Context: an optimization exercise on an open-source flow, tuned for small area and a short achievable clock period. The choices shown serve that exercise and are no tape-out recipe.
In this exercise RTL edits were held to simulation tests only and were not proved equivalent to the original.
Power and IR drop assume default switching activity.

==> flow/design.v <==
module ArithmeticLU(
  input [18:0] r1,
  input [18:0] r2,
  input [4:0] Opcode,
  output reg [18:0] r3
);
  wire sub = Opcode == 5'b00010;
  wire inc = Opcode == 5'b00101;
  wire dec = Opcode == 5'b00110;
  wire [18:0] y = (inc | dec) ? {19{dec}} : (sub ? ~r2 : r2);
  wire [18:0] sum = r1 + y + {18'b0, sub | inc};
  always @(*)
    case (Opcode)
      5'b00001, 5'b00010, 5'b00101, 5'b00110: r3 = sum;
      5'b00011: r3 = r1 * r2;
      5'b00111: r3 = r1 & r2;
      5'b01000: r3 = r1 | r2;
      5'b01001: r3 = r1 ^ r2;
      5'b01010: r3 = ~r1;
      default:  r3 = r1;
    endcase
endmodule
module SubGe #(parameter W = 1, parameter FAST = 0) (
  input [W-1:0] Y,
  input [W-1:0] K,
  output ge,
  output [W-1:0] d
);
  generate
    if (FAST) begin : f
      SubGeBK #(.W(W)) s(.Y(Y), .K(K), .ge(ge), .d(d));
    end else begin : r
      wire [W:0] c;    
      assign c[0] = 1'b0;
      genvar i;
      for (i = 0; i < W; i = i + 1) begin : b
        assign c[i+1] = (~Y[i] & K[i]) | ((~Y[i] | K[i]) & c[i]);
      end
      assign ge = ~c[W];
      assign d = K ^ c[W-1:0];
    end
  endgenerate
endmodule
module SubGeBK #(parameter W = 1) (
  input [W-1:0] Y,
  input [W-1:0] K,
  output ge,
  output [W-1:0] d
);
  wire [W-1:0] g [0:10];
  wire [W-1:0] p [0:10];
  assign g[0] = ~Y & K;
  assign p[0] = ~Y | K;
  genvar l, i;
  generate
    for (l = 0; l < 5; l = l + 1) begin : up
      for (i = 0; i < W; i = i + 1) begin : b
        if (((i + 1) % (2 << l)) == 0) begin : c
          assign g[l+1][i] = g[l][i] | (p[l][i] & g[l][i - (1 << l)]);
          assign p[l+1][i] = p[l][i] & p[l][i - (1 << l)];
        end else begin : n
          assign g[l+1][i] = g[l][i];
          assign p[l+1][i] = p[l][i];
        end
      end
    end
    for (l = 0; l < 5; l = l + 1) begin : dn
      for (i = 0; i < W; i = i + 1) begin : b
        if (((i + 1) % (1 << (4 - l))) == ((1 << (4 - l)) >> 1) && (i + 1) > (1 << (4 - l)) && l < 4) begin : c
          assign g[l+6][i] = g[l+5][i] | (p[l+5][i] & g[l+5][i - ((1 << (4 - l)) >> 1)]);
          assign p[l+6][i] = p[l+5][i] & p[l+5][i - ((1 << (4 - l)) >> 1)];
        end else begin : n
          assign g[l+6][i] = g[l+5][i];
          assign p[l+6][i] = p[l+5][i];
        end
      end
    end
    if (W == 1) begin : w1
      assign d = K;
    end else begin : wn
      assign d = K ^ {g[10][W-2:0], 1'b0};
    end
  endgenerate
  assign ge = ~g[10][W-1];
endmodule
module DivStep #(parameter S = 0, parameter RW = 0) (
  input [18:0] P,
  input a,
  input [18:0] B,
  output [18:0] Po,
  output q
);
  localparam W = S + 1;
  wire [W-1:0] X;
  wire hz;
  generate
    if (S == 0) begin : g0
      assign X = a;
    end else begin : gn
      assign X = {P[S-1:0], a};
    end
    if (S == 18) begin : h18
      assign hz = 1'b1;
    end else begin : hn
      assign hz = ~|B[18:S+1];
    end
  endgenerate
  wire ge;
  wire [W-1:0] d;
  SubGe #(.W(W), .FAST(W > RW)) sub(.Y(X), .K(B[S:0]), .ge(ge), .d(d));
  assign q = hz & ge;
  wire [W-1:0] r = X ^ ({W{q}} & d);
  generate
    if (S == 18) begin : o18
      assign Po = r;
    end else begin : on
      assign Po = {{(18-S){1'b0}}, r};
    end
  endgenerate
endmodule
module DivSteps #(parameter FIRST = 0, parameter LAST = 19, parameter RW = 0) (
  input [18:0] P,
  input [18:0] AQ,
  input [18:0] B,
  output [18:0] Po,
  output [18:0] AQo
);
  wire [18:0] p [FIRST:LAST];
  wire [18:0] aq [FIRST:LAST];
  assign p[FIRST] = P;
  assign aq[FIRST] = AQ;
  genvar s;
  generate
    for (s = FIRST; s < LAST; s = s + 1) begin : st
      wire q;
      DivStep #(.S(s), .RW(RW)) step(.P(p[s]), .a(aq[s][18]), .B(B), .Po(p[s+1]), .q(q));
      assign aq[s+1] = {aq[s][17:0], q};
    end
  endgenerate
  assign Po = p[LAST];
  assign AQo = aq[LAST];
endmodule
module ControlUnit(
  input [4:0] Opcode,
  output register_write,
  output is_div,
  output is_load,
  output is_store,
  output sel_res,      
  output branch,
  output jump,         
  output call,
  output ret
);
  assign is_div   = Opcode == 5'b00100;
  assign is_load  = Opcode == 5'b10000;
  assign is_store = Opcode == 5'b10001;
  assign branch   = Opcode == 5'b01011 || Opcode == 5'b01100;
  assign jump     = Opcode == 5'b01101 || Opcode == 5'b01110;
  assign call     = Opcode == 5'b01110;
  assign ret      = Opcode == 5'b01111;
  assign sel_res  = (Opcode >= 5'b00001 && Opcode <= 5'b01101 && !is_div) || is_store;
  assign register_write = (Opcode >= 5'b00001 && Opcode <= 5'b01010) || is_load ||
                          Opcode == 5'b10010 || Opcode == 5'b10011 || Opcode == 5'b10100;
endmodule
module MemoryInterface(
  input clk,
  input reset,
  input [3:0] address,
  input [18:0] write_data,
  input memory_write,
  output [18:0] read_data
);
  reg [18:0] memory [0:15];
  reg [15:0] valid;
  assign read_data = valid[address] ? memory[address] : 19'b0;
  always @(posedge clk)
    if (memory_write)
      memory[address] <= write_data;
  integer i;
  always @(posedge clk or posedge reset)
    if (reset)
      valid <= 16'b0;
    else
      for (i = 0; i < 16; i = i + 1)
        if (memory_write && address == i)
          valid[i] <= 1'b1;
endmodule
module RegisterFile(
  input clk,
  input reset,
  input [7:0] r1, r2,
  input [2:0] r3,
  input [18:0] write_data,
  input register_write,
  output [18:0] read_data1,
  output [18:0] read_data2
);
  reg [18:0] registers [0:7];
  reg [7:0] valid;
  wire [18:0] d1 [0:8];
  wire [18:0] d2 [0:8];
  assign d1[0] = 19'b0;
  assign d2[0] = 19'b0;
  genvar g;
  generate
    for (g = 0; g < 8; g = g + 1) begin : rd
      assign d1[g+1] = d1[g] | (registers[g] & {19{r1[g] & valid[g]}});
      assign d2[g+1] = d2[g] | (registers[g] & {19{r2[g] & valid[g]}});
    end
  endgenerate
  assign read_data1 = d1[8];
  assign read_data2 = d2[8];
  integer i;
  always @(posedge clk)
    if (register_write)
      registers[r3] <= write_data;
  always @(posedge clk or posedge reset)
    if (reset)
      valid <= 8'b0;
    else
      for (i = 0; i < 8; i = i + 1)
        if (register_write && r3 == i)
          valid[i] <= 1'b1;
endmodule
module CPU(
  input clk,
  input reset,
  input [18:0] instruction,
  output reg [18:0] r3,
  output [14:0] Pc
);
  localparam T1 = 8;
  localparam T2 = 14;
  localparam RW = 12;
  reg [14:0] Pc_register;
  reg [14:0] Link_register;
  assign Pc = Pc_register;
  wire [14:0] Pc_next = Pc_register + 15'd1;
  reg [4:0] If_Id_Opcode;
  reg [7:0] If_Id_rs1, If_Id_rs2;
  reg [2:0] If_Id_rd;
  reg [14:0] If_Id_Pc1;
  always @(posedge clk) begin
    If_Id_Opcode <= instruction[18:14];
    If_Id_rs1 <= 8'b1 << instruction[14:12];
    If_Id_rs2 <= 8'b1 << instruction[11:9];
    If_Id_rd <= instruction[8:6];
    If_Id_Pc1 <= Pc_next;
  end
  wire [4:0] id_op = If_Id_Opcode;
  reg [2:0] Memory_Wb_rd;
  reg Memory_Wb_write;
  wire [18:0] A, B;
  RegisterFile register_file(
    .clk(clk),
    .reset(reset),
    .r1(If_Id_rs1),
    .r2(If_Id_rs2),
    .r3(Memory_Wb_rd),
    .write_data(r3),
    .register_write(Memory_Wb_write),
    .read_data1(A),
    .read_data2(B)
  );
  wire id_register_write, id_div, id_load, id_store, id_sel_res, id_branch, id_jump, id_call, id_ret;
  ControlUnit control(
    .Opcode(id_op),
    .register_write(id_register_write),
    .is_div(id_div),
    .is_load(id_load),
    .is_store(id_store),
    .sel_res(id_sel_res),
    .branch(id_branch),
    .jump(id_jump),
    .call(id_call),
    .ret(id_ret)
  );
  wire [18:0] id_P, id_AQ;
  DivSteps #(.FIRST(0), .LAST(T1), .RW(RW)) div1(.P(19'b0), .AQ(A), .B(B), .Po(id_P), .AQo(id_AQ));
  reg [18:0] Id_Ex_B, Id_Ex_P, Id_Ex_AQ;
  reg [18:19-T1] Id_Ex_A_high;    
  reg [4:0] Id_Ex_Opcode;
  reg [2:0] Id_Ex_rd;
  reg Id_Ex_register_write, Id_Ex_div, Id_Ex_load, Id_Ex_store, Id_Ex_sel_res;
  reg Id_Ex_take, Id_Ex_call, Id_Ex_ret;
  always @(posedge clk) begin
    Id_Ex_A_high <= A[18:19-T1];
    Id_Ex_Opcode <= id_op;
    Id_Ex_B <= B;
    Id_Ex_P <= id_P;
    Id_Ex_AQ <= id_AQ;
    Id_Ex_rd <= If_Id_rd;
    Id_Ex_register_write <= id_register_write;
    Id_Ex_div <= id_div;
    Id_Ex_load <= id_load;
    Id_Ex_store <= id_store;
    Id_Ex_sel_res <= id_sel_res;
    Id_Ex_take <= id_jump | (id_branch && A == B);
    Id_Ex_call <= id_call;
    Id_Ex_ret <= id_ret;
  end
  wire [18:0] Id_Ex_A = {Id_Ex_A_high, Id_Ex_AQ[18:T1]};
  always @(posedge clk or posedge reset)
    if (reset)
      Pc_register <= 15'b0;
    else if (Id_Ex_ret)
      Pc_register <= Link_register;
    else if (Id_Ex_take)
      Pc_register <= Id_Ex_A[14:0];
    else
      Pc_register <= Pc_next;
  reg reset_seen;    
  always @(posedge clk or posedge reset)
    if (reset)
      reset_seen <= 1'b1;
    else
      reset_seen <= 1'b0;
  always @(posedge clk or posedge reset)
    if (reset)
      Link_register <= 15'b0;
    else if (id_call)
      Link_register <= If_Id_Pc1;
    else if (reset_seen && Id_Ex_call)
      Link_register <= 15'd1;
  wire [18:0] ex_res;
  ArithmeticLU alu(.r1(Id_Ex_A), .r2(Id_Ex_B), .Opcode(Id_Ex_Opcode), .r3(ex_res));
  wire [18:0] ex_P, ex_AQ;
  DivSteps #(.FIRST(T1), .LAST(T2), .RW(RW)) div2(.P(Id_Ex_P), .AQ(Id_Ex_AQ), .B(Id_Ex_B), .Po(ex_P), .AQo(ex_AQ));
  reg [18:0] Ex_Memory_res, Ex_Memory_B, Ex_Memory_P, Ex_Memory_AQ;
  reg [2:0] Ex_Memory_rd;
  reg Ex_Memory_register_write, Ex_Memory_div, Ex_Memory_load, Ex_Memory_store, Ex_Memory_sel_res;
  always @(posedge clk) begin
    Ex_Memory_res <= ex_res;
    Ex_Memory_B <= Id_Ex_B;
    Ex_Memory_P <= ex_P;
    Ex_Memory_AQ <= ex_AQ;
    Ex_Memory_rd <= Id_Ex_rd;
    Ex_Memory_register_write <= Id_Ex_register_write;
    Ex_Memory_div <= Id_Ex_div;
    Ex_Memory_load <= Id_Ex_load;
    Ex_Memory_store <= Id_Ex_store;
    Ex_Memory_sel_res <= Id_Ex_sel_res;
  end
  wire [18:0] memory_data;
  MemoryInterface memory_interface(
    .clk(clk),
    .reset(reset),
    .address(Ex_Memory_res[3:0]),
    .write_data(Ex_Memory_B),
    .memory_write(Ex_Memory_store),
    .read_data(memory_data)
  );
  wire [18:0] mem_P, quotient;
  DivSteps #(.FIRST(T2), .LAST(19), .RW(RW)) div3(.P(Ex_Memory_P), .AQ(Ex_Memory_AQ), .B(Ex_Memory_B), .Po(mem_P), .AQo(quotient));
  wire sel_div = Ex_Memory_div && Ex_Memory_B != 19'b0;    
  always @(posedge clk) begin
    r3 <= ({19{sel_div}} & quotient) |
          ({19{Ex_Memory_load}} & memory_data) |
          ({19{Ex_Memory_sel_res}} & Ex_Memory_res);
    Memory_Wb_rd <= Ex_Memory_rd;
    Memory_Wb_write <= Ex_Memory_register_write;
  end
endmodule
==> flow/flow/run.sh <==
#!/bin/bash
# Standard ORFS layout (the standard.sh, standard synthesis unchanged), with
# two changes to how the layout is made:
#  - port buffers are buf_2 cells instead of the resizer's default delay cells;
#  - timing repair aims for the slack the design can reach at its real speed
#    (a setup margin), so it upsizes the slowest paths.
# The clock period, I/O delays and loads are the design's (constraint.sdc).
set -euo pipefail
export BUFFER_PORTS_ARGS="-buffer_cell sky130_fd_sc_hd__buf_2"
export SETUP_SLACK_MARGIN=27.5
bash standard.sh > standard.log 2>&1
==> flow/standard.sh <==
#!/bin/bash
# synth_recipe.tcl (not shown) runs the flow's synth.tcl, then flattens the netlist and writes it again
# the make line also repeats each setting of config.mk as NAME=value (left out here)
make -C /OpenROAD-flow-scripts/flow DESIGN_CONFIG=/design/flow/config.mk WORK_HOME=/design/flow/orfs CLKGATE_MAP_FILE= SYNTH_SCRIPT=/design/flow/synth_recipe.tcl "${@:-finish}"
==> flow/config.mk <==
export PLATFORM = sky130hd
export DESIGN_NAME = CPU
export DESIGN_NICKNAME = CPU
export VERILOG_FILES = /design/flow/design.v
export SDC_FILE = /design/flow/constraint.sdc
export NUM_CORES = 4
export LEC_CHECK = 0
export ABC_AREA = 1
export CAP_MARGIN = 20
export CORE_MARGIN = 2
export CORE_UTILIZATION = 55
export CTS_BUF_LIST = sky130_fd_sc_hd__clkbuf_4 sky130_fd_sc_hd__clkbuf_8
export PLACE_DENSITY = 0.7
export SLEW_MARGIN = 20
==> flow/constraint.sdc <==
create_clock -name core_clock -period 36.0 [get_ports {clk}]
set_input_delay 7.2000 -clock core_clock [delete_from_list [all_inputs] [get_ports {clk}]]
set_output_delay 7.2000 -clock core_clock [all_outputs]
set_load 0.01 [all_outputs]
==> flow_summary.ini, run 1 <==
[run_status]
outcome = complete, no violations

[cts]
htree_num_levels = 3
clk_pin_slew_ps = 80
root_buffer = clkbuf_8
cts_buffers = 109
ctsHoldBuffers = 0
clk_latency_ps = 780
cts_max_path_buffers = 3
numClockSinks = 722
cts_tree = built

[worst_setup_path]
critical-path-max-stage-delay_ps = 420
critPathRequiredTime_ps = 36590
crit_type = flop to flop
cpMostUsedCell = nand2_2
critPathCaptureType = flop
crit_fanout = 20
cp.arrival_ps = 9300
crit_slowest_cell = inv_1
worstSetupStartpointType = flop

[yosys]
ys_top_cells_by_count = nand2_1, inv_1, edfxtp_1
yosysSeqAreaShare_pct = 44.88
synth_edf_count = 456
ys_warn_count = 14
synth_nets = 5296
ys_async_sr_fraction_pct = 7.618
synth_area_leaders = edfxtp_1, nand2_1, dfxtp_1
ys_types = 77
netlist_area_um2 = 42990
netlist.area_leader.share_pct = 31.85
syn_area_per_cell_um2 = 8.543
ys.flop_type = edfxtp_1
ys_ff_latch = 722
syn_inst = 5032
yosysTopAreaCell = edfxtp_1
synth_most_common_cell = nand2_1

[finish]
nNetsFinal = 5650
drive_gt1_share_pct = 22.72
nFillCells = 5986
fin_cells = 6525
seqCellArea_um2 = 19420
area_growth_pct = 19.98
final_area_um2 = 51580
multi_input_area_um2 = 21790

[power]
p_seq_share_pct = 27.6
power_switching_w = 0.001621
p_per_area_nw_per_um2 = 71.99
p_clk_share_pct = 20.0
switching_share_pct = 43.66
p_comb_share_pct = 52.4
ir_worst_vdd_uv = 46.12
leakage_nw = 23.05
p_int_w = 0.002092
fin_total_pwr_w = 0.003713

[sta]
hold_viol_final = 0
maxSlewHeadroom_pct = 21.43
fin_skew_ps = 77.66
tns_ps = 0
fmax_mhz = 114.8
setup_viol = 0
finalMaxSlewViolations = 0
post-route-worst-setup-slack_ps = 27290
rsz0062_at_grt = true
min_period_ps = 8711
post-route-period-util_pct = 24.20
worstMarginPinSlew_ps = 1163

[detailed_routing]
drt-total-wl_mm = 135.1
firstDrtPassIters = 8
via_count = 38040
avgViaCountPerCell = 5.830
ant_nets = 0
wl_per_cell_um = 20.71
drtIter0Drc = 3848
drc_errors = 0

[place]
post-place-cells = 6010
dp_slack_ps = 25120
gp_congestion = 0.9481
place.port_buffers = 48
place_hpwl_mm = 84.17
dpl-instance-area_um2 = 44410

[grt]
antenna_found_initial = 9
grt_pass1_vias = 34580
grt_overflow = 0
grtUsageTotal_pct = 31.54
grt_start_max_net_pins = 70
grt_first_pass_wirelength_mm = 197.1

[run]
drv_cap = 0

[floorplan]
num_io_pins = 55
start_util_pct = 55.49
core_um2 = 77470
die_y_um = 283.6
rows = 102
die_w_um = 283.6
die_area_um2 = 80410

[min_path]
hp-class = flop to flop
## power groups by stage
stage          registers, W  clock network, W  logic [W]
2_1_floorplan       0.00102                 0    0.00114
3_3_place_gp        0.00105                 0    0.00143
3_5_place_dp        0.00105                 0    0.00146
4_1_cts             0.00102          0.000747    0.00160
5_1_grt             0.00103          0.000782    0.00214
6_report            0.00103          0.000743    0.00194
## path summary, 6_finish.rpt
| check | startpoint | endpoint | slack, ps | depth (start not counted) |
|---|---|---|---|---|
| min in group asynchronous | reset | register_file.valid[4] | 6710 | 3 |
| max in group asynchronous | reset | memory_interface.valid[4] | 28620 | 3 |
| setup reg to reg | register_file.valid[4] | Id_Ex_P[0] | 27290 | 70 |
| hold reg to reg | Ex_Memory_register_write | Memory_Wb_write | 310 | 0 |
| hold / removal | Ex_Memory_register_write | Memory_Wb_write | 310 | 0 |
| setup / recovery | register_file.valid[4] | Id_Ex_P[0] | 27290 | 70 |
## state kept, by name, indices dropped and copies added, names as in the netlist, 19 cells and up
register / flops
Ex_Memory_AQ: 19
memory_interface.memory: 304
Ex_Memory_B: 19
r3: 19
Id_Ex_B: 19
Id_Ex_AQ: 19
Ex_Memory_res: 19
register_file.registers: 152
## worst max-delay path, delay by kind of cell, from the launching register on
family	cells	cell delay, ps
and+or+nand+nor	51	5070
buffers and inverters	15	2220
xor gates and xnor gates	2	410
DFF	1	410
AOI/OAI and AO/OA	2	350
## cell families (layout without fill, tap and decap cells)
kind of cell,Yosys count,after routing,synth area share [%]
xor gates and xnor gates,172,172,3.522
buffers and inverters,999,1438,9.142
AOI/OAI and AO/OA,657,657,9.881
DFF,722,722,44.88
adders and majority gates,245,245,9.308
other,1,3,0.008723
and+or+nand+nor,2236,2248,23.26
## layout by cell type, fill, tap and decap left out, types with 39 or more instances in the layout
master and count:
xor2_1 127, a22oi_1 81, nor2_1 228, clkbuf_8 130, a21oi_1 84, inv_1 717, nand2_2 169, fa_1 125
o21ai_0 141, nor2_2 47, nand2_4 39, buf_4 351, nand3_2 71, ha_1 118, nand3_1 374, dfrtp_1 51
nand4_1 93, clkbuf_4 43, a221oi_1 40, dfxtp_1 174, nand2_1 1062, edfxtp_1 456, o22ai_1 51, a31oi_1 79
inv_2 43
## per-stage QoR
stage | utilization [%] | hold slack, ps
floorplan | - | 309.6
CTS | 62.71 | 309.9
global route | 66.58 | 315.1
finish | 66.58 | 310.9
detailed placement | 57.33 | 312.1
global placement | 57.33 | 310.7
## area by class of cell
| class | instances | area share, % |
|---|---|---|
| sequential | 722 | 37.65 |
| inverter | 796 | 6.033 |
| timing repair buffer | 431 | 6.715 |
| clock inverter | 35 | 0.6889 |
| timing repair inverter | 3 | 0.03396 |
| tap | 1040 | 2.523 |
| clock buffer | 173 | 4.095 |
| antenna | 2 | 0.009703 |
| multi-input combinational | 3323 | 42.26 |
## repair_timing
action,CTS,global route
endpoints found under the hold margin,0,0
endpoints found under the setup margin,60,42
pin swaps,36,222
setup buffers,112,174
gates cloned,12,7
resized for setup,185,413
## layer usage
layer,track usage (%),vias to the layer above,wire length (µm)
met5,0,-,41
met4,14.66,6,7344
met3,6.053,451,13250
met2,51.55,2010,63040
met1,40.63,18140,51450
li1,-,17440,-
==> run 2, diff against run 1 <==
--- a/flow/flow/run.sh
+++ b/flow/flow/run.sh
@@ -8,4 +8,4 @@
 set -euo pipefail
 export BUFFER_PORTS_ARGS="-buffer_cell sky130_fd_sc_hd__buf_2"
-export SETUP_SLACK_MARGIN=27.5
+export SETUP_SLACK_MARGIN=27.0
 bash standard.sh > standard.log 2>&1
==> flow_summary.ini, run 2 <==
[floorplan]
die_y_um = 283.6
num_io_pins = 55
core_um2 = 77470
die_w_um = 283.6
start_util_pct = 55.49
rows = 102
die_area_um2 = 80410

[sta]
rsz0062_at_grt = true
hold_ws_ps = 305.2
finalMaxSlewViolations = 0
post-route-worst-setup-slack_ps = 27020
worstMarginPinSlew_ps = 1223
min_period_ps = 8985
maxSlewHeadroom_pct = 17.69
fin_skew_ps = 58.11
tns_ps = 0
hold_viol_final = 0
fmax_mhz = 111.3
setup_viol = 0
post-route-period-util_pct = 24.96

[grt]
grt_overflow = 0
grtUsageTotal_pct = 30.54
grt_start_max_net_pins = 86
grt_first_pass_wirelength_mm = 191.1
grt_pass1_vias = 33710
antenna_found_initial = 5

[yosys]
synth_edf_count = 456
ys.flop_type = edfxtp_1
yosysSeqAreaShare_pct = 44.88
ys_ff_latch = 722
ys_top_cells_by_count = nand2_1, inv_1, edfxtp_1
ys_warn_count = 14
synth_area_leaders = edfxtp_1, nand2_1, dfxtp_1
ys_types = 77
netlist.area_leader.share_pct = 31.85
netlist_area_um2 = 42990
synth_nets = 5296
syn_area_per_cell_um2 = 8.543
ys_async_sr_fraction_pct = 7.618
syn_inst = 5032
yosysTopAreaCell = edfxtp_1
synth_most_common_cell = nand2_1

[finish]
drive_gt1_share_pct = 16.36
reg.largest.list = memory_interface.memory (304), register_file.registers (152)
largest_reg_flops = 304
fin_util_pct = 63.27
regMostFlops = memory_interface.memory
nNetsFinal = 5475
layout_commonest_cell = nand2_1
area_growth_pct = 14.01
final_cell_mix = nand2_1, inv_1, edfxtp_1

[cts]
cts_max_path_buffers = 3
cts_buffers = 108
ctsHoldBuffers = 0
cts_tree = built
clk_pin_slew_ps = 70
htree_num_levels = 3
root_buffer = clkbuf_8
clk_latency_ps = 760
numClockSinks = 722

[worst_setup_path]
worstSetupStartpointType = flop
cpMostUsedCell = nand2_2
critPathRequiredTime_ps = 36630
crit_end = Id_Ex_P[0]
r2r_cells = 79
r2r-end = Id_Ex_P[0]
crit_type = flop to flop
r2r_start = register_file.valid[2]
cp.arrival_ps = 9610
critPathCaptureType = flop
critical-path-max-stage-delay_ps = 470
r2r_slack_ps = 27020
critPathLaunch = register_file.valid[2]
crit_slowest_cell = dfrtp_2
crit_fanout = 8

[power]
p_per_area_nw_per_um2 = 70.13
ir_worst_vdd_uv = 47.91
fin_total_pwr_w = 0.003437
leakage_nw = 21.89

[run]
drv_cap = 0

[detailed_routing]
drc_errors = 0
wl_per_cell_um = 20.16
via_count = 36590
ant_nets = 0
avgViaCountPerCell = 5.764
drt-total-wl_mm = 128.0
firstDrtPassIters = 6
drtIter0Drc = 3591

[place]
dp_slack_ps = 24980
gp_congestion = 0.9611
place.port_buffers = 48
place_hpwl_mm = 83.50

[min_path]
hp-class = flop to flop

[run_status]
outcome = complete, no violations
[run 2: cell counts after synthesis]
No cell type changed its count.
[run 2: layout make-up]
type / instances / area [µm²]
clock buffers: 171 / 2041
diodes: 2 / 5.005
repair buffers: 264 / 2016
multi-input cells: 3319 / 20870
well taps: 1040 / 1301
inverters: 796 / 3084
fillers: 6402 / 28460
clock inverters: 33 / 356.6
flip-flops and latches: 722 / 19340
[run 2: kinds of logic after synthesis]
group | Yosys count | synth area share, %
AOI/OAI and AO/OA | 657 | 9.881
xor gates and xnor gates | 172 | 3.522
adders and majority gates | 245 | 9.308
other | 1 | 0.008723
and+or+nand+nor | 2236 | 23.26
buffers and inverters | 999 | 9.142
DFF | 722 | 44.88
[run 2: layer usage]
layer | vias up | share of wire, % | wire (µm) | global-route usage, %
met5 | - | 0.010 | 13 | 0
met4 | 2 | 4.6 | 5866 | 12.12
met3 | 360 | 9.8 | 12540 | 4.895
met2 | 1839 | 46 | 59080 | 49.68
met1 | 17290 | 39 | 50450 | 41.00
li1 | 17100 | - | - | -
[run 2: timing repair]
item                       4_1_cts  5_1_grt
resized for setup               34      254
setup endpoints to repair       24       26
pin swaps                        1      110
buffers inserted                11      110
cloned                           0       11
[run 2: how the worst min path moves through the flow]
stage                   from                 to  cells after the start
5_1_grt          Id_Ex_AQ[3]    Ex_Memory_AQ[9]                      0
6_report         Id_Ex_AQ[4]   Ex_Memory_AQ[10]                      0
4_1_cts          Id_Ex_AQ[3]    Ex_Memory_AQ[9]                      0
2_1_floorplan    Id_Ex_AQ[4]   Ex_Memory_AQ[10]                      0
3_5_place_dp   Id_Ex_sel_res  Ex_Memory_sel_res                      0
3_3_place_gp     If_Id_rd[1]        Id_Ex_rd[1]                      0
[run 2: metrics by stage]
| step | std cells | area (µm²) |
|---|---|---|
| global route | 6346 | 49010 |
| floorplan | 5032 | 42990 |
| detailed placement | 6009 | 44400 |
| global placement | 6009 | 44400 |
| CTS | 6224 | 47030 |
| finish | 6347 | 49010 |
[run 2: power by group]
part | internal, W | switching (W) | leakage, nW
clock | 0.000395 | 0.000328 | 1.27
combinational | 0.000591 | 0.00110 | 14.0
sequential | 0.000963 | 0.0000619 | 6.58
total | 0.00195 | 0.00149 | 21.9
[run 2: worst max-delay path: cells and delay by family (launching register included)]
family,cells,cell delay [ps]
AO/OA/AOI/OAI,4,880
XOR/XNOR,1,220
buffers and inverters,5,570
flip-flops,1,470
AND/OR/NAND/NOR,69,6670
==> run 3, diff against run 2 <==
--- a/flow/flow/run.sh
+++ b/flow/flow/run.sh
@@ -8,4 +8,4 @@
 set -euo pipefail
 export BUFFER_PORTS_ARGS="-buffer_cell sky130_fd_sc_hd__buf_2"
-export SETUP_SLACK_MARGIN=27.0
+export SETUP_SLACK_MARGIN=27.5
 bash standard.sh > standard.log 2>&1
--- a/flow/config.mk
+++ b/flow/config.mk
@@ -13,2 +13,3 @@
 export PLACE_DENSITY = 0.7
 export SLEW_MARGIN = 20
+export TNS_END_PERCENT = 10
==> flow_summary.ini, run 3 <==
[yosys]
yosysTopAreaCell = edfxtp_1
yosysSeqAreaShare_pct = 44.88
synth_area_leaders = edfxtp_1, nand2_1, dfxtp_1
synth_nets = 5296
synth_edf_count = 456
netlist_area_um2 = 42990
ys_warn_count = 14
netlist.area_leader.share_pct = 31.85
syn_inst = 5032
ys_async_sr_fraction_pct = 7.618
ys_top_cells_by_count = nand2_1, inv_1, edfxtp_1
synth_most_common_cell = nand2_1
ys_types = 77
ys_ff_latch = 722
ys.flop_type = edfxtp_1
syn_area_per_cell_um2 = 8.543

[grt]
grt_start_max_net_pins = 70
antenna_found_initial = 6
grt.busiest_layer = met2
grt_pass1_vias = 34240
met1_usage_pct = 40.45
gr-usage-met3_pct = 6.021
grt_overflow = 0
grt_first_pass_wirelength_mm = 195.3
grtUsageTotal_pct = 31.29
grt_use_met2_pct = 51.38

[sta]
worstMarginPinSlew_ps = 1185
post-route-period-util_pct = 24.17
tns_ps = 0
rsz0062_at_grt = true
finalMaxSlewViolations = 0
min_period_ps = 8701
setup_viol = 0
hold_viol_final = 0
fmax_mhz = 114.9
fin_skew_ps = 72.14
maxSlewHeadroom_pct = 20.72

[finish]
largest_reg_flops = 304
final_cell_mix = nand2_1, inv_1, edfxtp_1
fin_util_pct = 65.05
layout_commonest_cell = nand2_1
reg.largest.list = memory_interface.memory (304), register_file.registers (152)
nNetsFinal = 5578
drive_gt1_share_pct = 19.79
area_growth_pct = 17.21
final_area_um2 = 50390
regMostFlops = memory_interface.memory

[floorplan]
num_io_pins = 55
die_area_um2 = 80410
rows = 102
die_w_um = 283.6
die_y_um = 283.6
start_util_pct = 55.49
core_um2 = 77470

[min_path]
hp-class = flop to flop
min_from = Ex_Memory_register_write
min_to = Memory_Wb_write
worstHoldPathCells = 0

[worst_setup_path]
crit_type = flop to flop
crit_slowest_cell = nor4_4
worstSetupStartpointType = flop
critPathRequiredTime_ps = 36590
cp.arrival_ps = 9300
cpMostUsedCell = nand2_2
r2r-end = Id_Ex_P[0]
crit_fanout = 8
r2r_start = register_file.valid[4]
r2r_cells = 78
r2r_slack_ps = 27300
critPathLaunch = register_file.valid[4]
critPathCaptureType = flop
critical-path-max-stage-delay_ps = 420

[power]
ir_worst_vdd_uv = 45.07
p_per_area_nw_per_um2 = 70.70
fin_total_pwr_w = 0.003563
leakage_nw = 22.57

[run]
drv_cap = 0

[run_status]
outcome = complete, no violations

[detailed_routing]
drc_errors = 0
drt-total-wl_mm = 132.6
ant_nets = 0
firstDrtPassIters = 7
avgViaCountPerCell = 5.809
via_count = 37480
drtIter0Drc = 3774
wl_per_cell_um = 20.55

[cts]
numClockSinks = 722
clk_latency_ps = 780
htree_num_levels = 3
cts_buffers = 109
clk_pin_slew_ps = 80
cts_max_path_buffers = 3
root_buffer = clkbuf_8
cts_tree = built

[place]
dpl-instance-area_um2 = 44410
gp_congestion = 0.9481
place.port_buffers = 48
place_hpwl_mm = 84.17
## run 3: through the flow
stage | setup slack [ps] | std cells | hold WS (ps)
after global routing | 26750 | 6452 | 297.5
after CTS | 27440 | 6311 | 309.9
final | 27300 | 6452 | 308.4
after global placement | 25250 | 6010 | 310.7
after detailed placement | 25120 | 6010 | 312.1
after floorplan | 28240 | 5032 | 309.6
## run 3: layer usage
metal  share of wire [%]  wire, µm
met1                  39     51250
met2                  47     61810
met3                 9.5     12640
met4                 5.2      6874
met5               0.019        25
## run 3: power by group
part / internal, W / switching (W)
clock: 0.000407 / 0.000334
sequential: 0.000964 / 0.0000657
combinational: 0.000643 / 0.00115
total: 0.00201 / 0.00155
## run 3: repair_timing
item / 4_1_cts / 5_1_grt
gates cloned: 11 / 7
pin swaps: 29 / 151
setup endpoints to repair: 60 / 59
resized for setup: 163 / 263
buffers inserted: 82 / 133
hold buffers: 0 / 0
## run 3: cells by family after synthesis
group	Yosys count	synth area share, %
buffers and inverters	999	9.142
adders and majority gates	245	9.308
and+or+nand+nor	2236	23.26
AOI/OAI and AO/OA	657	9.881
xor gates and xnor gates	172	3.522
DFF	722	44.88
other	1	0.008723
## run 3: how the worst max path moves through the flow
stage / to / slack (ps) / cells past startpoint
finish: Id_Ex_P[0] / 27300 / 78
global route: Id_Ex_P[0] / 26750 / 75
CTS: r3[14] / 27440 / 1
detailed placement: r3[0] / 25120 / 72
global placement: r3[0] / 25250 / 72
floorplan: Link_register[0] / 28240 / 1
## run 3: worst max-delay path, delay by kind of cell, from the launching register on
family	cells	cell delay (ps)
simple gates	68	6780
compound gates	3	500
flops	1	410
xor+xnor	1	220
buf+inv	6	550
## run 3: cell type report
type                       count  area, µm²
clock buffer                 173       2112
clock inverter                35      355.3
tap                         1040       1301
timing repair buffer         360       2819
timing repair inverter         2      8.758
fill                        6142      27080
inverter                     796       3092
multi-input combinational   3323      21290
sequential                   722      19410
antenna                        1      2.502
==> run 4, diff against run 3 <==
--- a/flow/design.v
+++ b/flow/design.v
@@ -233,5 +233,5 @@
   localparam T1 = 8;
   localparam T2 = 14;
-  localparam RW = 12;
+  localparam RW = 10;
   reg [14:0] Pc_register;
   reg [14:0] Link_register;
==> flow_summary.ini, run 4 <==
[run_status]
outcome = complete, no violations

[power]
p_int_w = 0.001913
switching_share_pct = 44.04
p_per_area_nw_per_um2 = 69.39
p_clk_share_pct = 20.7
p_comb_share_pct = 49.4
ir_worst_vdd_uv = 52.39
power_switching_w = 0.001506
p_seq_share_pct = 29.9
leakage_nw = 22.30

[place]
place.port_buffers = 48
post-place-cells = 6279
gp_congestion = 0.9288
dpl-instance-area_um2 = 45410
place_hpwl_mm = 86.28
dp_slack_ps = 26390

[worst_setup_path]
r2r_cells = 53
critPathBufInv = 1
crit_end = r3[5]
critical-path-max-stage-delay_ps = 420
r2r_slack_ps = 28030
critPathLaunch = r3[5]
crit_family = flip-flops
r2r-end = Ex_Memory_P[11]
worstSetupStartpointType = flop
critPathCaptureType = output port
cp.arrival_ps = 1320
crit_slowest_cell = dfxtp_4
crit_type = flop to output port
crit_chain = buf_4
worst-path-stages = 1
crit_fanout = 9
r2r_start = Id_Ex_B[5]
critPathRequiredTime_ps = 28800

[finish]
multi_input_area_um2 = 21450
largest_reg_flops = 304
seqCellArea_um2 = 19390
fin_cells = 6580
final_area_um2 = 49270
reg.largest.list = memory_interface.memory (304), register_file.registers (152)
final_cell_mix = nand2_1, inv_1, nand3_1
regMostFlops = memory_interface.memory
fin_util_pct = 62.16
drive_gt1_share_pct = 14.17
nFillCells = 6716
layout_commonest_cell = nand2_1
nNetsFinal = 5698
area_growth_pct = 11.46

[detailed_routing]
ant_nets = 0
firstDrtPassIters = 6
via_count = 37800
drtIter0Drc = 3823
drt-total-wl_mm = 129.8
avgViaCountPerCell = 5.745
wl_per_cell_um = 19.72
drc_errors = 0

[yosys]
synthAdderAreaFrac_pct = 9.052
ys_warn_count = 16
yosysSeqAreaShare_pct = 43.65
syn_area_per_cell_um2 = 8.345
ys_ff_latch = 722
synth_nets = 5561
ys_types = 80
synth_top_family_by_area = simple AND/OR/NAND/NOR gates
synth_compound_area_share_pct = 9.018
ys.flop_type = edfxtp_1
synth_most_common_cell = nand2_1
netlist_area_um2 = 44200
synth_area_leaders = edfxtp_1, nand2_1, dfxtp_1
yosys.area_share.xor_xnor_pct = 3.139
synth_edf_count = 456
synth-simple-area-share_pct = 25.62
netlist.area_leader.share_pct = 30.98
synthMuxAreaShare_pct = 0
yosysTopAreaCell = edfxtp_1
ys_async_sr_fraction_pct = 7.618
ys_top_cells_by_count = nand2_1, inv_1, nand3_1
syn_inst = 5297

[sta]
setup_viol = 0
fmax_mhz = 117.4
min_period_ps = 8518
hold_viol_final = 0
post-route-worst-setup-slack_ps = 27480
tns_ps = 0
rsz0062_at_grt = true
post-route-period-util_pct = 23.66
maxSlewHeadroom_pct = 31.60
finalMaxSlewViolations = 0
fin_skew_ps = 62.57
worstMarginPinSlew_ps = 1013

[grt]
grt_start_max_net_pins = 85
grtUsageTotal_pct = 30.42
antenna_found_initial = 12
grt_overflow = 0
grt_pass1_vias = 34890
grt_first_pass_wirelength_mm = 195.1

[cts]
htree_num_levels = 3
cts_tree = built
cts_buffers = 109
numClockSinks = 722
clk_latency_ps = 750
cts_max_path_buffers = 3
clk_pin_slew_ps = 60
root_buffer = clkbuf_8

[min_path]
hp-class = flop to flop

[floorplan]
die_y_um = 287.5
rows = 103
die_w_um = 287.5
core_um2 = 79260
start_util_pct = 55.77
die_area_um2 = 82650
num_io_pins = 55

[run]
drv_cap = 0
## run 4: cell count changes after synthesis, sizes merged, moves of 14 or more
cell | before | now
a221oi | 40 | 11
nand2 | 1277 | 1402
nand3 | 462 | 587
nand4 | 94 | 132
nor2 | 297 | 322
nor4 | 28 | 14
## run 4: cell type report
| class | count | area share, % |
|---|---|---|
| timing repair buffer | 225 | 3.423 |
| inverter | 809 | 6.300 |
| antenna | 4 | 0.02032 |
| clock buffer | 163 | 3.982 |
| tap | 1050 | 2.666 |
| multi-input combinational | 3567 | 43.53 |
| sequential | 722 | 39.36 |
| clock inverter | 40 | 0.7212 |
## run 4: worst min path at each step
stage	slack, ps	to	startpoint	cells after the start
after floorplan	310	Ex_Memory_AQ[10]	Id_Ex_AQ[4]	0
after global placement	310	Ex_Memory_AQ[6]	Id_Ex_AQ[0]	0
after detailed placement	310	Ex_Memory_AQ[6]	Id_Ex_AQ[0]	0
after CTS	280	Ex_Memory_AQ[7]	Id_Ex_AQ[1]	0
after global routing	290	Ex_Memory_AQ[7]	Id_Ex_AQ[1]	0
final	290	Ex_Memory_AQ[7]	Id_Ex_AQ[1]	0
## run 4: timing repair
action	CTS	global route
buffers inserted	11	75
resized for setup	54	154
cloned	1	7
pin swaps	3	38
hold endpoints to repair	0	0
hold buffers	0	0
endpoints found under the setup margin	49	58
## run 4: kinds of logic after synthesis
kind of cell / Yosys count
simple gates: 2533
fa+ha+maj: 245
flops: 722
buf+inv: 1015
compound gates: 626
other cells: 1
xor+xnor: 155
## run 4: per-layer routing
metal  global-route usage [%]  vias up  routed length [µm]
li1                         -    17860                   -
met1                    40.68    17900               52430
met2                    49.42     1690               60120
met3                    4.667      341               11360
met4                    12.84        6                5822
met5                        0        -                  37
## run 4: power groups by stage
stage	clock network [W]	registers, W	logic, W
floorplan	0	0.00103	0.00122
global placement	0	0.00104	0.00153
detailed placement	0	0.00104	0.00156
CTS	0.000712	0.00102	0.00159
global route	0.000747	0.00103	0.00190
finish	0.000708	0.00102	0.00169
## run 4: through the flow
step / hold slack (ps) / total power, W
floorplan: 309.6 / 0.002250
global placement: 312.4 / 0.002568
detailed placement: 312.1 / 0.002601
CTS: 282.0 / 0.003327
global route: 287.9 / 0.003672
finish: 286.1 / 0.003419
==> run 5, diff against run 4 <==
--- a/flow/config.mk
+++ b/flow/config.mk
@@ -13,3 +13,3 @@
 export PLACE_DENSITY = 0.7
 export SLEW_MARGIN = 20
-export TNS_END_PERCENT = 10
+export TNS_END_PERCENT = 1
==> flow_summary.ini, run 5 <==
[run_status]
outcome = complete, no violations

[detailed_routing]
wl_per_cell_um = 19.67
drt-total-wl_mm = 129.3
drc_errors = 0
firstDrtPassIters = 6
ant_nets = 0
drtIter0Drc = 3802
via_count = 37690
avgViaCountPerCell = 5.732

[power]
leakage_nw = 22.28
p_per_area_nw_per_um2 = 69.46
ir_worst_vdd_uv = 52.21

[grt]
grt_overflow = 0
met1_usage_pct = 40.69
grtUsageTotal_pct = 30.42
antenna_found_initial = 12
grt_start_max_net_pins = 85
grt_first_pass_wirelength_mm = 195.1
grt_use_met2_pct = 49.42
gr-usage-met3_pct = 4.667
grt_pass1_vias = 34880
grt.busiest_layer = met2

[yosys]
yosysTopAreaCell = edfxtp_1
ys_ff_latch = 722
ys.flop_type = edfxtp_1
ys_types = 80
netlist_area_um2 = 44200
synth_area_leaders = edfxtp_1, nand2_1, dfxtp_1
ys_async_sr_fraction_pct = 7.618
synth_nets = 5561
synth_most_common_cell = nand2_1
syn_inst = 5297
yosysSeqAreaShare_pct = 43.65
syn_area_per_cell_um2 = 8.345
ys_top_cells_by_count = nand2_1, inv_1, nand3_1
ys_warn_count = 16
synth_edf_count = 456
netlist.area_leader.share_pct = 30.98

[cts]
cts_tree = built
htree_num_levels = 3
root_buffer = clkbuf_8
numClockSinks = 722
clk_pin_slew_ps = 80
cts_max_path_buffers = 3
clk_latency_ps = 760
cts_buffers = 109

[finish]
nFillCells = 6721
regMostFlops = memory_interface.memory
nNetsFinal = 5694
reg.largest.list = memory_interface.memory (304), register_file.registers (152)
area_growth_pct = 11.36
drive_gt1_share_pct = 14.02
final_cell_mix = nand2_1, inv_1, nand3_1
multi_input_area_um2 = 21430
seqCellArea_um2 = 19390
layout_commonest_cell = nand2_1
largest_reg_flops = 304
fin_util_pct = 62.11

[worst_setup_path]
crit_slowest_cell = dfrtp_1
critPathCaptureType = output port
crit_family = flip-flops
crit_type = flop to output port
crit_fanout = 4
crit_chain = buf_2
critPathBufInv = 1
critPathRequiredTime_ps = 28800
critical-path-max-stage-delay_ps = 430
cp.arrival_ps = 1320
worstSetupStartpointType = flop

[floorplan]
die_w_um = 287.5
rows = 103
core_um2 = 79260
die_area_um2 = 82650
num_io_pins = 55
die_y_um = 287.5
start_util_pct = 55.77

[sta]
setup_viol = 0
tns_ps = 0
finalMaxSlewViolations = 0
hold_viol_final = 0
post-route-period-util_pct = 23.66
fmax_mhz = 117.4
maxSlewHeadroom_pct = 31.23
rsz0062_at_grt = true
worstMarginPinSlew_ps = 1018
fin_skew_ps = 74.15
min_period_ps = 8518
post-route-worst-setup-slack_ps = 27480
hold_ws_ps = 282.4

[place]
dp_slack_ps = 26390
place_hpwl_mm = 86.28
gp_congestion = 0.9288
place.port_buffers = 48

[min_path]
hp-class = flop to flop

[run]
drv_cap = 0
run 5: cell families (layout without fill, tap and decap cells):
kind of cell               count (synthesis)  count (layout)  share of synthesized area (%)
xor gates and xnor gates                 155             155                          3.139
other                                      1               4                       0.008483
and+or+nand+nor                         2533            2537                          25.62
AOI/OAI and AO/OA                        626             628                          9.018
DFF                                      722             722                          43.65
buffers and inverters                   1015            1234                          9.511
adders and majority gates                245             245                          9.052
run 5: path summary, 6_finish.rpt:
kind,start,endpoint,slack (ps),depth (start not counted)
setup / recovery,Pc_register[4],Pc[4],27480,1
hold / removal,Id_Ex_AQ[1],Ex_Memory_AQ[7],280,0
hold reg to reg,Id_Ex_AQ[1],Ex_Memory_AQ[7],280,0
setup reg to reg,Id_Ex_B[5],Ex_Memory_P[11],28030,57
max in group asynchronous,reset,memory_interface.valid[6],28700,3
min in group asynchronous,reset,register_file.valid[4],6720,3
run 5: cell type report:
class	instances	share of cell area [%]
antenna	3	0.01525
clock buffer	163	3.986
clock inverter	40	0.7219
inverter	809	6.306
multi-input combinational	3566	43.53
sequential	722	39.39
tap	1050	2.669
timing repair buffer	222	3.381
run 5: metal layers:
metal,vias up,wire [µm]
li1,17850,-
met1,17810,52640
met2,1670,59460
met3,355,11260
met4,10,5894
met5,-,62
run 5: power by group:
part | internal [W] | total, W | switching (W)
clock network | 0.000382 | 0.000709 | 0.000327
registers | 0.000964 | 0.00102 | 0.0000586
logic | 0.000568 | 0.00169 | 0.00112
run 5: what timing repair did:
item / CTS / global route
cloned: 1 / 6
hold buffers: 0 / 0
pin swaps: 3 / 36
buffers inserted: 11 / 72
setup endpoints to repair: 49 / 58
resized for setup: 53 / 150
run 5: through the flow:
stage | instance area [µm²] | total power (W) | cells
global placement | 45410 | 0.002568 | 6279
global route | 49220 | 0.003671 | 6573
finish | 49220 | 0.003419 | 6575
detailed placement | 45410 | 0.002601 | 6279
floorplan | 44210 | 0.002250 | 5297
CTS | 47980 | 0.003327 | 6494
==> run 6, diff against run 5 <==
--- a/flow/design.v
+++ b/flow/design.v
@@ -10,8 +10,10 @@
   wire [18:0] y = (inc | dec) ? {19{dec}} : (sub ? ~r2 : r2);
   wire [18:0] sum = r1 + y + {18'b0, sub | inc};
+  wire [18:0] product;
+  Mul19 mul(.A(r1), .B(r2), .P(product));
   always @(*)
     case (Opcode)
       5'b00001, 5'b00010, 5'b00101, 5'b00110: r3 = sum;
-      5'b00011: r3 = r1 * r2;
+      5'b00011: r3 = product;
       5'b00111: r3 = r1 & r2;
       5'b01000: r3 = r1 | r2;
@@ -141,4 +143,235 @@
   assign AQo = aq[LAST];
 endmodule
+module Mul19(input [18:0] A, input [18:0] B, output [18:0] P);
+  wire [20:0] b = {2'b0, B};
+  wire [9:0] one, two, neg;
+  wire [18:0] pp0, pp1, pp2, pp3, pp4, pp5, pp6, pp7, pp8, pp9;
+  genvar i;
+  generate for (i = 0; i < 10; i = i + 1) begin : enc
+    wire b2 = b[2*i+1];
+    wire b1 = b[2*i];
+    if (i == 0) begin : z
+      assign one[i] = b1;
+      assign two[i] = b2 & ~b1;
+    end else begin : nz
+      wire b0 = b[2*i-1];
+      assign one[i] = b1 ^ b0;
+      assign two[i] = (b2 & ~b1 & ~b0) | (~b2 & b1 & b0);
+    end
+    assign neg[i] = b2;
+  end endgenerate
+  assign pp0[18:0] = (({19{one[0]}} & A[18:0]) | ({19{two[0]}} & {A[17:0], 1'b0})) ^ {19{neg[0]}};
+  assign pp1[16:0] = (({17{one[1]}} & A[16:0]) | ({17{two[1]}} & {A[15:0], 1'b0})) ^ {17{neg[1]}};
+  assign pp1[18:17] = 2'b0;
+  assign pp2[14:0] = (({15{one[2]}} & A[14:0]) | ({15{two[2]}} & {A[13:0], 1'b0})) ^ {15{neg[2]}};
+  assign pp2[18:15] = 4'b0;
+  assign pp3[12:0] = (({13{one[3]}} & A[12:0]) | ({13{two[3]}} & {A[11:0], 1'b0})) ^ {13{neg[3]}};
+  assign pp3[18:13] = 6'b0;
+  assign pp4[10:0] = (({11{one[4]}} & A[10:0]) | ({11{two[4]}} & {A[9:0], 1'b0})) ^ {11{neg[4]}};
+  assign pp4[18:11] = 8'b0;
+  assign pp5[8:0] = (({9{one[5]}} & A[8:0]) | ({9{two[5]}} & {A[7:0], 1'b0})) ^ {9{neg[5]}};
+  assign pp5[18:9] = 10'b0;
+  assign pp6[6:0] = (({7{one[6]}} & A[6:0]) | ({7{two[6]}} & {A[5:0], 1'b0})) ^ {7{neg[6]}};
+  assign pp6[18:7] = 12'b0;
+  assign pp7[4:0] = (({5{one[7]}} & A[4:0]) | ({5{two[7]}} & {A[3:0], 1'b0})) ^ {5{neg[7]}};
+  assign pp7[18:5] = 14'b0;
+  assign pp8[2:0] = (({3{one[8]}} & A[2:0]) | ({3{two[8]}} & {A[1:0], 1'b0})) ^ {3{neg[8]}};
+  assign pp8[18:3] = 16'b0;
+  assign pp9[0] = (one[9] & A[0]) ^ neg[9];
+  assign pp9[18:1] = 18'b0;
+  wire w1, w2, w3, w4, w5, w6, w7, w8, w9, w10, w11, w12, w13, w14, w15, w16, w17, w18, w19, w20, w21, w22, w23, w24, w25, w26, w27, w28, w29, w30, w31, w32, w33, w34, w35, w36, w37, w38, w39, w40, w41, w42, w43, w44, w45, w46, w47, w48, w49, w50, w51, w52, w53, w54, w55, w56, w57, w58, w59, w60, w61, w62, w63, w64, w65, w66, w67, w68, w69, w70, w71, w72, w73, w74, w75, w76, w77, w78, w79, w80, w81, w82, w83, w84, w85, w86, w87, w88, w89, w90, w91, w92, w93, w94, w95, w96, w97, w98, w99, w100, w101, w102, w103, w104, w105, w106, w107, w108, w109, w110, w111, w112, w113, w114, w115, w116, w117, w118, w119, w120, w121, w122, w123, w124, w125, w126, w127, w128, w129, w130, w131, w132, w133, w134, w135, w136, w137, w138, w139, w140, w141, w142, w143, w144, w145, w146, w147, w148, w149, w150, w151, w152, w153;
+  assign w1 = pp0[16] ^ pp1[14];
+  assign w2 = pp0[16] & pp1[14];
+  assign w3 = pp0[17] ^ pp1[15];
+  assign w4 = pp0[17] & pp1[15];
+  assign w5 = pp0[18] ^ pp1[16] ^ pp2[14];
+  assign w6 = pp3[12] ^ pp4[10];
+  assign w7 = pp0[10] ^ pp1[8];
+  assign w8 = pp0[10] & pp1[8];
+  assign w9 = pp0[11] ^ pp1[9];
+  assign w10 = pp0[11] & pp1[9];
+  assign w11 = pp0[12] ^ pp1[10] ^ pp2[8];
+  assign w12 = (pp0[12] & pp1[10]) | (pp0[12] & pp2[8]) | (pp1[10] & pp2[8]);
+  assign w13 = pp3[6] ^ pp4[4];
+  assign w14 = pp3[6] & pp4[4];
+  assign w15 = pp0[13] ^ pp1[11] ^ pp2[9];
+  assign w16 = (pp0[13] & pp1[11]) | (pp0[13] & pp2[9]) | (pp1[11] & pp2[9]);
+  assign w17 = pp3[7] ^ pp4[5];
+  assign w18 = pp3[7] & pp4[5];
+  assign w19 = pp0[14] ^ pp1[12] ^ pp2[10];
+  assign w20 = (pp0[14] & pp1[12]) | (pp0[14] & pp2[10]) | (pp1[12] & pp2[10]);
+  assign w21 = pp3[8] ^ pp4[6] ^ pp5[4];
+  assign w22 = (pp3[8] & pp4[6]) | (pp3[8] & pp5[4]) | (pp4[6] & pp5[4]);
+  assign w23 = pp6[2] ^ pp7[0];
+  assign w24 = pp6[2] & pp7[0];
+  assign w25 = pp0[15] ^ pp1[13] ^ pp2[11];
+  assign w26 = (pp0[15] & pp1[13]) | (pp0[15] & pp2[11]) | (pp1[13] & pp2[11]);
+  assign w27 = pp3[9] ^ pp4[7] ^ pp5[5];
+  assign w28 = (pp3[9] & pp4[7]) | (pp3[9] & pp5[5]) | (pp4[7] & pp5[5]);
+  assign w29 = pp6[3] ^ pp7[1];
+  assign w30 = pp6[3] & pp7[1];
+  assign w31 = pp2[12] ^ pp3[10] ^ pp4[8];
+  assign w32 = (pp2[12] & pp3[10]) | (pp2[12] & pp4[8]) | (pp3[10] & pp4[8]);
+  assign w33 = pp5[6] ^ pp6[4] ^ pp7[2];
+  assign w34 = (pp5[6] & pp6[4]) | (pp5[6] & pp7[2]) | (pp6[4] & pp7[2]);
+  assign w35 = pp8[0] ^ neg[8] ^ w1;
+  assign w36 = (pp8[0] & neg[8]) | (pp8[0] & w1) | (neg[8] & w1);
+  assign w37 = pp2[13] ^ pp3[11] ^ pp4[9];
+  assign w38 = (pp2[13] & pp3[11]) | (pp2[13] & pp4[9]) | (pp3[11] & pp4[9]);
+  assign w39 = pp5[7] ^ pp6[5] ^ pp7[3];
+  assign w40 = (pp5[7] & pp6[5]) | (pp5[7] & pp7[3]) | (pp6[5] & pp7[3]);
+  assign w41 = pp8[1] ^ w3 ^ w2;
+  assign w42 = (pp8[1] & w3) | (pp8[1] & w2) | (w3 & w2);
+  assign w43 = pp5[8] ^ pp6[6] ^ pp7[4];
+  assign w44 = pp8[2] ^ pp9[0] ^ neg[9];
+  assign w45 = w5 ^ w6 ^ w4;
+  assign w46 = pp0[6] ^ pp1[4];
+  assign w47 = pp0[6] & pp1[4];
+  assign w48 = pp0[7] ^ pp1[5];
+  assign w49 = pp0[7] & pp1[5];
+  assign w50 = pp0[8] ^ pp1[6] ^ pp2[4];
+  assign w51 = (pp0[8] & pp1[6]) | (pp0[8] & pp2[4]) | (pp1[6] & pp2[4]);
+  assign w52 = pp3[2] ^ pp4[0];
+  assign w53 = pp3[2] & pp4[0];
+  assign w54 = pp0[9] ^ pp1[7] ^ pp2[5];
+  assign w55 = (pp0[9] & pp1[7]) | (pp0[9] & pp2[5]) | (pp1[7] & pp2[5]);
+  assign w56 = pp3[3] ^ pp4[1];
+  assign w57 = pp3[3] & pp4[1];
+  assign w58 = pp2[6] ^ pp3[4] ^ pp4[2];
+  assign w59 = (pp2[6] & pp3[4]) | (pp2[6] & pp4[2]) | (pp3[4] & pp4[2]);
+  assign w60 = pp5[0] ^ neg[5] ^ w7;
+  assign w61 = (pp5[0] & neg[5]) | (pp5[0] & w7) | (neg[5] & w7);
+  assign w62 = pp2[7] ^ pp3[5] ^ pp4[3];
+  assign w63 = (pp2[7] & pp3[5]) | (pp2[7] & pp4[3]) | (pp3[5] & pp4[3]);
+  assign w64 = pp5[1] ^ w9 ^ w8;
+  assign w65 = (pp5[1] & w9) | (pp5[1] & w8) | (w9 & w8);
+  assign w66 = pp5[2] ^ pp6[0] ^ neg[6];
+  assign w67 = (pp5[2] & pp6[0]) | (pp5[2] & neg[6]) | (pp6[0] & neg[6]);
+  assign w68 = w11 ^ w13 ^ w10;
+  assign w69 = (w11 & w13) | (w11 & w10) | (w13 & w10);
+  assign w70 = pp5[3] ^ pp6[1] ^ w15;
+  assign w71 = (pp5[3] & pp6[1]) | (pp5[3] & w15) | (pp6[1] & w15);
+  assign w72 = w17 ^ w12 ^ w14;
+  assign w73 = (w17 & w12) | (w17 & w14) | (w12 & w14);
+  assign w74 = neg[7] ^ w19 ^ w21;
+  assign w75 = (neg[7] & w19) | (neg[7] & w21) | (w19 & w21);
+  assign w76 = w23 ^ w16 ^ w18;
+  assign w77 = (w23 & w16) | (w23 & w18) | (w16 & w18);
+  assign w78 = w25 ^ w27 ^ w29;
+  assign w79 = (w25 & w27) | (w25 & w29) | (w27 & w29);
+  assign w80 = w20 ^ w22 ^ w24;
+  assign w81 = (w20 & w22) | (w20 & w24) | (w22 & w24);
+  assign w82 = w31 ^ w33 ^ w35;
+  assign w83 = (w31 & w33) | (w31 & w35) | (w33 & w35);
+  assign w84 = w26 ^ w28 ^ w30;
+  assign w85 = (w26 & w28) | (w26 & w30) | (w28 & w30);
+  assign w86 = w37 ^ w39 ^ w41;
+  assign w87 = (w37 & w39) | (w37 & w41) | (w39 & w41);
+  assign w88 = w32 ^ w34 ^ w36;
+  assign w89 = (w32 & w34) | (w32 & w36) | (w34 & w36);
+  assign w90 = w43 ^ w44 ^ w45;
+  assign w91 = w38 ^ w40 ^ w42;
+  assign w92 = pp0[4] ^ pp1[2];
+  assign w93 = pp0[4] & pp1[2];
+  assign w94 = pp0[5] ^ pp1[3];
+  assign w95 = pp0[5] & pp1[3];
+  assign w96 = pp2[2] ^ pp3[0] ^ neg[3];
+  assign w97 = (pp2[2] & pp3[0]) | (pp2[2] & neg[3]) | (pp3[0] & neg[3]);
+  assign w98 = pp2[3] ^ pp3[1] ^ w48;
+  assign w99 = (pp2[3] & pp3[1]) | (pp2[3] & w48) | (pp3[1] & w48);
+  assign w100 = neg[4] ^ w50 ^ w52;
+  assign w101 = (neg[4] & w50) | (neg[4] & w52) | (w50 & w52);
+  assign w102 = w54 ^ w56 ^ w51;
+  assign w103 = (w54 & w56) | (w54 & w51) | (w56 & w51);
+  assign w104 = w58 ^ w60 ^ w55;
+  assign w105 = (w58 & w60) | (w58 & w55) | (w60 & w55);
+  assign w106 = w62 ^ w64 ^ w59;
+  assign w107 = (w62 & w64) | (w62 & w59) | (w64 & w59);
+  assign w108 = w66 ^ w68 ^ w63;
+  assign w109 = (w66 & w68) | (w66 & w63) | (w68 & w63);
+  assign w110 = w70 ^ w72 ^ w67;
+  assign w111 = (w70 & w72) | (w70 & w67) | (w72 & w67);
+  assign w112 = w74 ^ w76 ^ w71;
+  assign w113 = (w74 & w76) | (w74 & w71) | (w76 & w71);
+  assign w114 = w78 ^ w80 ^ w75;
+  assign w115 = (w78 & w80) | (w78 & w75) | (w80 & w75);
+  assign w116 = w82 ^ w84 ^ w79;
+  assign w117 = (w82 & w84) | (w82 & w79) | (w84 & w79);
+  assign w118 = w86 ^ w88 ^ w83;
+  assign w119 = (w86 & w88) | (w86 & w83) | (w88 & w83);
+  assign w120 = w90 ^ w91 ^ w87;
+  assign w121 = pp0[2] ^ pp1[0];
+  assign w122 = pp0[2] & pp1[0];
+  assign w123 = pp0[3] ^ pp1[1];
+  assign w124 = pp0[3] & pp1[1];
+  assign w125 = pp2[0] ^ neg[2] ^ w92;
+  assign w126 = (pp2[0] & neg[2]) | (pp2[0] & w92) | (neg[2] & w92);
+  assign w127 = pp2[1] ^ w94 ^ w93;
+  assign w128 = (pp2[1] & w94) | (pp2[1] & w93) | (w94 & w93);
+  assign w129 = w46 ^ w96 ^ w95;
+  assign w130 = (w46 & w96) | (w46 & w95) | (w96 & w95);
+  assign w131 = w47 ^ w98 ^ w97;
+  assign w132 = (w47 & w98) | (w47 & w97) | (w98 & w97);
+  assign w133 = w49 ^ w100 ^ w99;
+  assign w134 = (w49 & w100) | (w49 & w99) | (w100 & w99);
+  assign w135 = w53 ^ w102 ^ w101;
+  assign w136 = (w53 & w102) | (w53 & w101) | (w102 & w101);
+  assign w137 = w57 ^ w104 ^ w103;
+  assign w138 = (w57 & w104) | (w57 & w103) | (w104 & w103);
+  assign w139 = w61 ^ w106 ^ w105;
+  assign w140 = (w61 & w106) | (w61 & w105) | (w106 & w105);
+  assign w141 = w65 ^ w108 ^ w107;
+  assign w142 = (w65 & w108) | (w65 & w107) | (w108 & w107);
+  assign w143 = w69 ^ w110 ^ w109;
+  assign w144 = (w69 & w110) | (w69 & w109) | (w110 & w109);
+  assign w145 = w73 ^ w112 ^ w111;
+  assign w146 = (w73 & w112) | (w73 & w111) | (w112 & w111);
+  assign w147 = w77 ^ w114 ^ w113;
+  assign w148 = (w77 & w114) | (w77 & w113) | (w114 & w113);
+  assign w149 = w81 ^ w116 ^ w115;
+  assign w150 = (w81 & w116) | (w81 & w115) | (w116 & w115);
+  assign w151 = w85 ^ w118 ^ w117;
+  assign w152 = (w85 & w118) | (w85 & w117) | (w118 & w117);
+  assign w153 = w89 ^ w120 ^ w119;
+  wire [18:0] r0 = {w153, w151, w149, w147, w145, w143, w141, w139, w137, w135, w133, w131, w129, w127, w125, w123, neg[1], pp0[1], pp0[0]};
+  wire [18:0] r1 = {w152, w150, w148, w146, w144, w142, w140, w138, w136, w134, w132, w130, w128, w126, w124, w122, w121, 1'b0, neg[0]};
+  AddBK #(.W(19)) add(.X(r0), .Y(r1), .S(P));
+endmodule
+module AddBK #(parameter W = 19) (
+  input [W-1:0] X,
+  input [W-1:0] Y,
+  output [W-1:0] S
+);
+  wire [W-1:0] g [0:10];
+  wire [W-1:0] p [0:10];
+  assign g[0] = X & Y;
+  assign p[0] = X | Y;
+  genvar l, i;
+  generate
+    for (l = 0; l < 5; l = l + 1) begin : up
+      for (i = 0; i < W; i = i + 1) begin : b
+        if (((i + 1) % (2 << l)) == 0) begin : c
+          assign g[l+1][i] = g[l][i] | (p[l][i] & g[l][i - (1 << l)]);
+          assign p[l+1][i] = p[l][i] & p[l][i - (1 << l)];
+        end else begin : n
+          assign g[l+1][i] = g[l][i];
+          assign p[l+1][i] = p[l][i];
+        end
+      end
+    end
+    for (l = 0; l < 5; l = l + 1) begin : dn
+      for (i = 0; i < W; i = i + 1) begin : b
+        if (((i + 1) % (1 << (4 - l))) == ((1 << (4 - l)) >> 1) && (i + 1) > (1 << (4 - l)) && l < 4) begin : c
+          assign g[l+6][i] = g[l+5][i] | (p[l+5][i] & g[l+5][i - ((1 << (4 - l)) >> 1)]);
+          assign p[l+6][i] = p[l+5][i] & p[l+5][i - ((1 << (4 - l)) >> 1)];
+        end else begin : n
+          assign g[l+6][i] = g[l+5][i];
+          assign p[l+6][i] = p[l+5][i];
+        end
+      end
+    end
+  endgenerate
+  assign S = X ^ Y ^ {g[10][W-2:0], 1'b0};
+endmodule
 module ControlUnit(
   input [4:0] Opcode,
--- a/flow/config.mk
+++ b/flow/config.mk
@@ -13,3 +13,3 @@
 export PLACE_DENSITY = 0.7
 export SLEW_MARGIN = 20
-export TNS_END_PERCENT = 1
+export TNS_END_PERCENT = 10
==> flow_summary.ini, run 6 <==
[grt]
grt_first_pass_wirelength_mm = 194.6
grt_pass1_vias = 34070
antenna_found_initial = 5
grt_overflow = 0
grtUsageTotal_pct = 31.06
grt_start_max_net_pins = 77

[sta]
fmax_mhz = 117.0
hold_viol_final = 0
hold_ws_ps = 270.4
maxSlewHeadroom_pct = 21.71
post-route-worst-setup-slack_ps = 27450
finalMaxSlewViolations = 0
post-route-period-util_pct = 23.75
fin_skew_ps = 72.52
rsz0062_at_grt = true
worstMarginPinSlew_ps = 1159
tns_ps = 0
setup_viol = 0
min_period_ps = 8548

[yosys]
synth_nets = 5219
ys_ff_latch = 722
synth_most_common_cell = nand2_1
syn_area_per_cell_um2 = 8.558
yosysTopAreaCell = edfxtp_1
yosysSeqAreaShare_pct = 44.86
synth_area_leaders = edfxtp_1, nand2_1, dfxtp_1
ys_warn_count = 17
ys_types = 80
ys_top_cells_by_count = nand2_1, inv_1, edfxtp_1
ys.flop_type = edfxtp_1
synth_edf_count = 456
netlist.area_leader.share_pct = 31.83
ys_async_sr_fraction_pct = 7.618
netlist_area_um2 = 43010
syn_inst = 5026

[power]
p_per_area_nw_per_um2 = 89.82
leakage_nw = 20.84
switching_share_pct = 47.86
p_seq_share_pct = 24.1
p_int_w = 0.002245
power_switching_w = 0.002061
ir_worst_vdd_uv = 176.7
p_clk_share_pct = 16.8
p_comb_share_pct = 59.1

[worst_setup_path]
r2r_slack_ps = 27940
r2r_start = Id_Ex_B[6]
crit_fanout = 9
crit_family = flip-flops
worstSetupStartpointType = flop
cp.arrival_ps = 1350
crit_type = flop to output port
r2r_cells = 61
critical-path-max-stage-delay_ps = 420
critPathRequiredTime_ps = 28800
critPathCaptureType = output port
crit_chain = buf_2
r2r-end = Ex_Memory_P[11]
crit_slowest_cell = dfxtp_4
critPathBufInv = 1

[place]
gp_congestion = 0.9419
post-place-cells = 6000
dp_slack_ps = 26380
place_hpwl_mm = 85.45
place.port_buffers = 48

[min_path]
min_from = Id_Ex_register_write
hp-class = flop to flop
min_to = Ex_Memory_register_write
worstHoldPathCells = 0

[run_status]
outcome = complete, no violations

[cts]
cts_buffers = 112
clk_latency_ps = 770
cts_tree = built
clk_pin_slew_ps = 60
htree_num_levels = 3
cts_max_path_buffers = 3
root_buffer = clkbuf_8
numClockSinks = 722

[run]
drv_cap = 0

[detailed_routing]
wl_per_cell_um = 20.63
ant_nets = 0
via_count = 36910
drc_errors = 0
avgViaCountPerCell = 5.852
drtIter0Drc = 3852
firstDrtPassIters = 6
drt-total-wl_mm = 130.2

[floorplan]
num_io_pins = 55
start_util_pct = 55.53
rows = 102
die_w_um = 283.7
core_um2 = 77470
die_area_um2 = 80460
die_y_um = 283.7

[finish]
nNetsFinal = 5359
largest_reg_flops = 304
fin_cells = 6308
drive_gt1_share_pct = 14.68
reg.largest.list = memory_interface.memory (304), register_file.registers (152)
fin_util_pct = 61.88
nFillCells = 6623
final_cell_mix = nand2_1, inv_1, edfxtp_1
regMostFlops = memory_interface.memory
area_growth_pct = 11.45
layout_commonest_cell = nand2_1
==> run 6: changes by cell type after synthesis, sizes merged, moves of 14 or more <==
cell / previous run / this run
inv: 788 / 599
nand2: 1402 / 1279
nand3: 587 / 496
xor2: 130 / 211
o22ai: 61 / 138
fa: 125 / 61
o21ai: 196 / 231
a221oi: 11 / 37
a21oi: 101 / 87
nor2: 322 / 308
==> run 6: worst max-delay path by stage <==
stage                               from          endpoint  depth (start not counted)
final                              r3[8]             r3[8]                          1
after detailed placement  Ex_Memory_B[1]             r3[0]                         63
after floorplan                    reset  Link_register[0]                          1
after global routing      Ex_Memory_B[0]             r3[0]                         69
after CTS                 Pc_register[0]             Pc[0]                          1
after global placement    Ex_Memory_B[1]             r3[0]                         63
==> run 6: timing repair <==
action,4_1_cts,5_1_grt
cloned,2,8
gates resized for setup,51,140
setup endpoints to repair,51,60
pin swaps,2,18
hold endpoints to repair,0,0
hold buffers,0,0
buffers inserted,12,70
==> run 6: cells by family after synthesis <==
logic type / synth area share (%)
AND/OR/NAND/NOR: 24.57
buffers and inverters: 8.363
AO/OA/AOI/OAI: 11.20
flip-flops: 44.86
XOR/XNOR: 4.855
adder cells (fa/ha/maj): 6.120
other: 0.008718
multiplexers: 0.02618
==> run 6: area by class of cell <==
| cell class | count | area [µm²] | area share (%) |
|---|---|---|---|
| Sequential cell | 722 | 19400 | 40.47 |
| Antenna cell | 4 | 10.01 | 0.02088 |
| Inverter | 630 | 2471 | 5.155 |
| Multi-Input combinational cell | 3481 | 20700 | 43.19 |
| Clock inverter | 42 | 312.8 | 0.6525 |
| Tap cell | 1040 | 1301 | 2.714 |
| Timing Repair Buffer | 217 | 1632 | 3.403 |
| Clock buffer | 170 | 2096 | 4.372 |
| Timing Repair inverter | 2 | 10.01 | 0.02088 |
==> run 6: power by group through the flow <==
stage / sequential (W) / combinational [W] / clock (W)
3_5_place_dp: 0.00105 / 0.00238 / 0
5_1_grt: 0.00104 / 0.00279 / 0.000764
6_report: 0.00104 / 0.00255 / 0.000722
4_1_cts: 0.00104 / 0.00242 / 0.000728
2_1_floorplan: 0.00103 / 0.00175 / 0
3_3_place_gp: 0.00105 / 0.00233 / 0
==> run 6: per-stage QoR <==
step                      instance area, µm²  total power (W)
after floorplan                        43020         0.002777
final                                  47940         0.004306
after detailed placement               44100         0.003435
after global routing                   47940         0.004604
after CTS                              46750         0.004182
after global placement                 44100         0.003383
==> run 6: per-layer routing <==
layer	up-vias	wire [µm]	track usage (%)
met1	17400	52390	41.52
met4	0	6159	14.42
met3	376	11980	4.670
met2	1759	59630	49.93
met5	-	0	0
li1	17380	-	-

Check on run 6: ideal ports give 27.452 ns setup slack; a clkbuf_16 on the clock port and buf_2 on the inputs give 27.387 ns; moving port delays by the midpoint clock arrival (0.796 ns) as well gives 27.866 ns.
